Source: an optimization exercise on an open RTL-to-GDS flow (aim: small area). Production flows keep margins and buffers that such runs may drop.
In this exercise RTL edits were held to simulation tests only and were not proved equivalent to the original.

==> inputs of 12-18 <==
==> flow/design.v <==
module median_filter (
    input rst,
    input [7:0] image_input,
    input enable,
    input enable_process,
    input clk,
    output [7:0] image_output
);
    localparam Depth = 8;  
    localparam Width = 6;  
    localparam N = Depth*Width;
    reg [7:0] ring [0:N-1];
    reg [5:0] k;
    integer j;
    always @(posedge clk) begin
        if (enable | enable_process) begin
            ring[0] <= enable ? image_input : ring[N-1];
            for (j = 1; j < N; j = j + 1)
                ring[j] <= ring[j-1];
        end
    end
    always @(posedge clk, posedge rst) begin
        if (rst)
            k <= 6'b111111;
        else if (enable_process)
            k <= k + 6'd1;
    end
    wire top    = (k[2:0] == 3'd0);
    wire bottom = (k[2:0] == 3'd7);
    wire left   = (k[5:3] == 3'd0);
    wire right  = (k[5:3] == 3'd5);
    wire [7:0] x [0:8];
    wire [8:0] valid;
    assign x[0] = ring[0];  assign valid[0] = 1'b1;               
    assign x[1] = ring[1];  assign valid[1] = ~top;               
    assign x[2] = ring[47]; assign valid[2] = ~bottom;            
    assign x[3] = ring[8];  assign valid[3] = ~left;              
    assign x[4] = ring[40]; assign valid[4] = ~right;             
    assign x[5] = ring[9];  assign valid[5] = ~(top | left);      
    assign x[6] = ring[7];  assign valid[6] = ~(bottom | left);   
    assign x[7] = ring[41]; assign valid[7] = ~(top | right);     
    assign x[8] = ring[39]; assign valid[8] = ~(bottom | right);  
    function maj9(input [8:0] v);
        reg lo0, lo1, lo2, me0, me1, me2, hi0, hi1, hi2;
        begin
            lo0 = v[0] & v[1] & v[2]; me0 = (v[0] & v[1]) | (v[0] & v[2]) | (v[1] & v[2]); hi0 = v[0] | v[1] | v[2];
            lo1 = v[3] & v[4] & v[5]; me1 = (v[3] & v[4]) | (v[3] & v[5]) | (v[4] & v[5]); hi1 = v[3] | v[4] | v[5];
            lo2 = v[6] & v[7] & v[8]; me2 = (v[6] & v[7]) | (v[6] & v[8]) | (v[7] & v[8]); hi2 = v[6] | v[7] | v[8];
            lo0 = lo0 | lo1 | lo2;
            me0 = (me0 & me1) | (me0 & me2) | (me1 & me2);
            hi0 = hi0 & hi1 & hi2;
            maj9 = (lo0 & me0) | (lo0 & hi0) | (me0 & hi0);
        end
    endfunction
    reg [8:0] e, free;
    reg [7:0] m;
    integer b, i;
    always @* begin
        free = valid;
        e = 9'd0;
        for (b = 7; b >= 0; b = b - 1) begin
            for (i = 0; i < 9; i = i + 1)
                if (free[i]) e[i] = x[i][b];
            m[b] = maj9(e);
            free = free & ~(e ^ {9{m[b]}});
        end
    end
    assign image_output = m;
endmodule
==> flow/run.sh <==
#!/bin/bash
# synth_recipe.tcl (not shown) runs the flow's synth.tcl, then flattens the netlist and writes it again
# the make line also repeats each setting of config.mk as NAME=value (left out here)
make -C /OpenROAD-flow-scripts/flow DESIGN_CONFIG=/design/flow/config.mk WORK_HOME=/design/flow/orfs CLKGATE_MAP_FILE= SYNTH_SCRIPT=/design/flow/synth_recipe.tcl finish
==> flow/config.mk <==
export PLATFORM = sky130hd
export DESIGN_NAME = median_filter
export DESIGN_NICKNAME = median_filter
export VERILOG_FILES = /design/flow/design.v
export SDC_FILE = /design/flow/constraint.sdc
export NUM_CORES = 8
export LEC_CHECK = 0
export ABC_AREA = 1
export CAP_MARGIN = 20
export CORE_MARGIN = 2
export CORE_UTILIZATION = 50
export CTS_BUF_LIST = sky130_fd_sc_hd__clkbuf_4
export PLACE_DENSITY = 0.6
export SLEW_MARGIN = 20
==> flow/constraint.sdc <==
create_clock -name core_clock -period 50.0 [get_ports {clk}]
set_input_delay 10.0000 -clock core_clock [delete_from_list [all_inputs] [get_ports {clk}]]
set_output_delay 10.0000 -clock core_clock [all_outputs]
set_load 0.01 [all_outputs]
==> inputs of 01-16, as changes to 12-18 <==
==> flow/design.v (replaced) <==
module median_filter (
    input rst,
    input [7:0] image_input,
    input enable,
    input enable_process,
    input clk,
    output [7:0] image_output
);
    localparam Depth = 8;  
    localparam Width = 6;  
    localparam N = Depth*Width;
    reg [8*N-1:0] ring;
    reg [5:0] k;
    wire [8*N-1:0] ring_next;
    wire rotate = enable_process & ~enable;  
    wire shift = enable | enable_process;
    ring_step #(.N(N)) step (.ring(ring), .image_input(image_input),
        .load(enable), .rotate(rotate), .shift(shift), .hold(~shift),
        .ring_next(ring_next));
    always @(posedge clk)
        ring <= ring_next;
    always @(posedge clk, posedge rst) begin
        if (rst)
            k <= 6'b111111;
        else if (enable_process)
            k <= k + 6'd1;
    end
    wire top    = (k[2:0] == 3'd0);
    wire bottom = (k[2:0] == 3'd7);
    wire left   = (k[5:3] == 3'd0);
    wire right  = (k[5:3] == 3'd5);
    wire [7:0] x [0:8];
    wire [8:0] valid;
    assign x[0] = ring[7:0];  assign valid[0] = 1'b1;               
    assign x[1] = ring[15:8];  assign valid[1] = ~top;               
    assign x[2] = ring[383:376]; assign valid[2] = ~bottom;            
    assign x[3] = ring[71:64];  assign valid[3] = ~left;              
    assign x[4] = ring[327:320]; assign valid[4] = ~right;             
    assign x[5] = ring[79:72];  assign valid[5] = ~(top | left);      
    assign x[6] = ring[63:56];  assign valid[6] = ~(bottom | left);   
    assign x[7] = ring[335:328]; assign valid[7] = ~(top | right);     
    assign x[8] = ring[319:312]; assign valid[8] = ~(bottom | right);  
    function maj9(input [8:0] v);
        reg lo0, lo1, lo2, me0, me1, me2, hi0, hi1, hi2;
        begin
            lo0 = v[0] & v[1] & v[2]; me0 = (v[0] & v[1]) | (v[0] & v[2]) | (v[1] & v[2]); hi0 = v[0] | v[1] | v[2];
            lo1 = v[3] & v[4] & v[5]; me1 = (v[3] & v[4]) | (v[3] & v[5]) | (v[4] & v[5]); hi1 = v[3] | v[4] | v[5];
            lo2 = v[6] & v[7] & v[8]; me2 = (v[6] & v[7]) | (v[6] & v[8]) | (v[7] & v[8]); hi2 = v[6] | v[7] | v[8];
            lo0 = lo0 | lo1 | lo2;
            me0 = (me0 & me1) | (me0 & me2) | (me1 & me2);
            hi0 = hi0 & hi1 & hi2;
            maj9 = (lo0 & me0) | (lo0 & hi0) | (me0 & hi0);
        end
    endfunction
    reg [8:0] e, lo, hi;
    reg [7:0] m;
    integer b;
    always @* begin
        lo = ~valid;
        hi = 9'd0;
        for (b = 7; b >= 0; b = b - 1) begin
            e = hi | (~lo & {x[8][b], x[7][b], x[6][b], x[5][b], x[4][b],
                             x[3][b], x[2][b], x[1][b], x[0][b]});
            m[b] = maj9(e);
            hi = hi | (e & {9{~m[b]}});
            lo = lo | (~e & {9{m[b]}});
        end
    end
    assign image_output = m;
endmodule
module ring_step #(parameter N = 48) (
    input [8*N-1:0] ring,
    input [7:0] image_input,
    input load,
    input rotate,
    input shift,
    input hold,
    output [8*N-1:0] ring_next
);
    assign ring_next[7:0] = ({8{load}} & image_input) | ({8{rotate}} & ring[8*N-1 -: 8]) |
                            ({8{hold}} & ring[7:0]);
    assign ring_next[8*N-1:8] = ({8*N-8{shift}} & ring[8*N-9:0]) | ({8*N-8{hold}} & ring[8*N-1:8]);
endmodule
==> flow/flow/run.sh (new file) <==
#!/bin/bash
# Layout flow: the standard flow (standard.sh) with
#  - synthesis mapped by an area-oriented ABC script (flow/my_synth.tcl,
#    flow/area.abc); registers are the standard synthesis's,
#  - clock tree synthesis without dummy loads, with small clock buffers,
#  - the smallest buffer for the port buffers,
# Each tool writes its full log under orfs/logs/; make's output goes to run.log.
set -euo pipefail
W=$PWD
export MY_ABC_SCRIPT=$W/flow/area.abc
export FLOW_SYNTH_TCL=$W/synth_recipe.tcl
CTS="-sink_clustering_enable -repair_clock_nets -dont_use_dummy_load -buf_list sky130_fd_sc_hd__clkbuf_8 -sink_clustering_size 20 -sink_clustering_max_diameter 60"
bash standard.sh SYNTH_SCRIPT=$W/flow/my_synth.tcl "CTS_ARGS=$CTS" \
  "BUFFER_PORTS_ARGS=-buffer_cell sky130_fd_sc_hd__buf_1" \
  finish > run.log 2>&1
==> flow/flow/area.abc (new file) <==
strash
&get -n
&deepsyn -I 4 -J 20 -S 1
&st
&dch
&nf -R 1000
&put
topo
==> flow/flow/my_synth.tcl (new file) <==
# The standard synthesis (synth_recipe.tcl, sourced unchanged below) with
# one change: the final technology mapping (the abc command of ORFS's
# synth.tcl) uses the area-oriented ABC script MY_ABC_SCRIPT in place of
# ORFS's, without ABC's buffering and up-sizing. Registers are mapped before
# this step (dfflibmap), so they are the standard synthesis's.
proc abc {args} {
  set i [lsearch -exact $args -script]
  if {$i >= 0} { lset args [expr {$i + 1}] $::env(MY_ABC_SCRIPT) }
  puts "abc with $::env(MY_ABC_SCRIPT): $args"
  yosys abc {*}$args
}
source $::env(FLOW_SYNTH_TCL)
==> flow/standard.sh (new file) <==
#!/bin/bash
# synth_recipe.tcl (not shown) runs the flow's synth.tcl, then flattens the netlist and writes it again
# the make line also repeats each setting of config.mk as NAME=value (left out here)
make -C /OpenROAD-flow-scripts/flow DESIGN_CONFIG=/design/flow/config.mk WORK_HOME=/design/flow/orfs CLKGATE_MAP_FILE= SYNTH_SCRIPT=/design/flow/synth_recipe.tcl "${@:-finish}"
- CORE_UTILIZATION: 50 -> 60
- CTS_BUF_LIST: sky130_fd_sc_hd__clkbuf_4 -> not set
- PLACE_DENSITY: 0.6 -> 0.7
- SYNTH_HIERARCHICAL: not set -> 1
removed: flow/run.sh
==> inputs of 03-17, as changes to 12-18 <==
--- a/flow/design.v
+++ b/flow/design.v
@@ -11,12 +11,11 @@
     localparam N = Depth*Width;
-    reg [7:0] ring [0:N-1];
+    reg [8*N-1:0] ring;
     reg [5:0] k;
-    integer j;
-    always @(posedge clk) begin
-        if (enable | enable_process) begin
-            ring[0] <= enable ? image_input : ring[N-1];
-            for (j = 1; j < N; j = j + 1)
-                ring[j] <= ring[j-1];
-        end
-    end
+    wire [8*N-1:0] ring_next;
+    wire [7:0] first = enable ? image_input : ring[8*N-1 -: 8];
+    wire shift = enable | enable_process;
+    ring_step #(.N(N)) step (.ring(ring), .first(first), .shift(shift),
+        .hold(~shift), .ring_next(ring_next));
+    always @(posedge clk)
+        ring <= ring_next;
     always @(posedge clk, posedge rst) begin
@@ -33,11 +32,11 @@
     wire [8:0] valid;
-    assign x[0] = ring[0];  assign valid[0] = 1'b1;               
-    assign x[1] = ring[1];  assign valid[1] = ~top;               
-    assign x[2] = ring[47]; assign valid[2] = ~bottom;            
-    assign x[3] = ring[8];  assign valid[3] = ~left;              
-    assign x[4] = ring[40]; assign valid[4] = ~right;             
-    assign x[5] = ring[9];  assign valid[5] = ~(top | left);      
-    assign x[6] = ring[7];  assign valid[6] = ~(bottom | left);   
-    assign x[7] = ring[41]; assign valid[7] = ~(top | right);     
-    assign x[8] = ring[39]; assign valid[8] = ~(bottom | right);  
+    assign x[0] = ring[7:0];  assign valid[0] = 1'b1;               
+    assign x[1] = ring[15:8];  assign valid[1] = ~top;               
+    assign x[2] = ring[383:376]; assign valid[2] = ~bottom;            
+    assign x[3] = ring[71:64];  assign valid[3] = ~left;              
+    assign x[4] = ring[327:320]; assign valid[4] = ~right;             
+    assign x[5] = ring[79:72];  assign valid[5] = ~(top | left);      
+    assign x[6] = ring[63:56];  assign valid[6] = ~(bottom | left);   
+    assign x[7] = ring[335:328]; assign valid[7] = ~(top | right);     
+    assign x[8] = ring[319:312]; assign valid[8] = ~(bottom | right);  
     function maj9(input [8:0] v);
@@ -69 +68,10 @@
 endmodule
+module ring_step #(parameter N = 48) (
+    input [8*N-1:0] ring,
+    input [7:0] first,
+    input shift,
+    input hold,
+    output [8*N-1:0] ring_next
+);
+    assign ring_next = ({8*N{shift}} & {ring[8*N-9:0], first}) | ({8*N{hold}} & ring);
+endmodule
==> flow/flow/run.sh (new file) <==
#!/bin/bash
# Layout flow: the standard flow (standard.sh) with
#  - synthesis mapped by an area-oriented ABC script (flow/my_synth.tcl),
#  - clock tree synthesis without dummy loads, with small clock buffers,
#  - the smallest buffer for the port buffers.
# Each tool writes its full log under orfs/logs/; make's output goes to run.log.
set -euo pipefail
W=$PWD
export MY_ABC_SCRIPT=$W/flow/area.abc
export FLOW_SYNTH_TCL=$W/synth_recipe.tcl
CTS="-sink_clustering_enable -repair_clock_nets -dont_use_dummy_load -buf_list sky130_fd_sc_hd__clkbuf_4 -sink_clustering_size 12 -sink_clustering_max_diameter 50"
bash standard.sh SYNTH_SCRIPT=$W/flow/my_synth.tcl "CTS_ARGS=$CTS" \
  "BUFFER_PORTS_ARGS=-buffer_cell sky130_fd_sc_hd__buf_1" finish > run.log 2>&1
==> flow/flow/area.abc (new file) <==
strash
&get -n
&deepsyn -T 30
&st
&dch
&nf -R 1000
&put
topo
==> flow/flow/my_synth.tcl (new file) <==
# The standard synthesis (synth_recipe.tcl, sourced unchanged below) with
# one change: the final technology mapping (the abc command of ORFS's
# synth.tcl) uses the area-oriented ABC script MY_ABC_SCRIPT in place of
# ORFS's, without ABC's buffering and up-sizing. Registers are mapped before
# this step (dfflibmap), so they are the standard synthesis's.
proc abc {args} {
  set i [lsearch -exact $args -script]
  if {$i >= 0} { lset args [expr {$i + 1}] $::env(MY_ABC_SCRIPT) }
  puts "abc with $::env(MY_ABC_SCRIPT): $args"
  yosys abc {*}$args
}
source $::env(FLOW_SYNTH_TCL)
==> flow/standard.sh (new file) <==
#!/bin/bash
# synth_recipe.tcl (not shown) runs the flow's synth.tcl, then flattens the netlist and writes it again
# the make line also repeats each setting of config.mk as NAME=value (left out here)
make -C /OpenROAD-flow-scripts/flow DESIGN_CONFIG=/design/flow/config.mk WORK_HOME=/design/flow/orfs CLKGATE_MAP_FILE= SYNTH_SCRIPT=/design/flow/synth_recipe.tcl "${@:-finish}"
- CORE_UTILIZATION: 50 -> 60
- CTS_BUF_LIST: sky130_fd_sc_hd__clkbuf_4 -> not set
- PLACE_DENSITY: 0.6 -> 0.7
- SYNTH_HIERARCHICAL: not set -> 1
removed: flow/run.sh
==> comparison table <==
	03-17	12-18	01-16
DR vias	9391	9584	9415
Post-route non-filler standard cell count	1546	1871	1528
Slew at the pin closest to its max-slew limit	1005 ps	1078 ps	1038 ps
Total number of H-tree levels	2	3	1
Result of the run	no timing/DRC/antenna violations	no timing/DRC/antenna violations	no timing/DRC/antenna violations
Number of cells on the worst reg-to-reg path	3	4	3
Register-to-register setup slack	48660 ps	48500 ps	48670 ps
Pre-CTS setup slack	24630 ps	29570 ps	24690 ps
CP arrival	16190 ps	11350 ps	15220 ps
Most frequent cell after synthesis	a22o_1	edfxtp_1	dfxtp_1
Data-path buffer share of cell area in the final layout	0.8037%	1.238%	0.8609%
Area occupied by multi-input gates	5764 um2	3461 um2	5572 um2
Post-place instance area	14180 um2	16510 um2	14020 um2
Flip-flop cell with the highest count after synthesis	dfxtp_1	edfxtp_1	dfxtp_1
Complex-gate fraction of the synthesized area	31.11%	3.224%	32.91%
Clock root buffer	clkbuf_4	clkbuf_4	clkbuf_8
Starting Density	60.88%	50.56%	61.61%
Most common library cell in the layout ignoring fill and taps	a22o_1	edfxtp_1	dfxtp_1
Post-DP HPWL	14520 um	17790 um	15810 um

afterwards: timing with drivers on the ports:
The flow's constraints put no driver on any port. The routed layouts listed below were extracted and timed again, unchanged, in two steps.
Step 1 (the two cells are an assumption about what drives the block):
set clk [get_ports {clk}]
set_driving_cell -lib_cell sky130_fd_sc_hd__clkbuf_16 $clk
set_driving_cell -lib_cell sky130_fd_sc_hd__buf_2 [delete_from_list [all_inputs] $clk]
Step 2 adds t to the input delays and takes it off the output delays; t is the mean of the earliest and latest rising clock arrival at the registers after step 1. Input paths then give back, and output paths get back, about the clock's delay inside the block.
Slacks: ideal / step 1 / step 2; pairs: ideal / step 1.
| run | shift t [ns] | setup WS [ns] | worst slew at a driven data input, ns | cell pins on the clock port's net |
|---|---|---|---|---|
| 12-18 | 0.810 | 28.649 / 28.599 / 29.409 | 0.03 | 1 |
| 01-16 | 0.584 | 24.777 / 24.735 / 25.318 | 0.03 | 1 |
| 03-17 | 0.678 | 23.811 / 23.773 / 24.451 | 0.03 | 1 |
After both steps setup and hold are still met in every run listed.
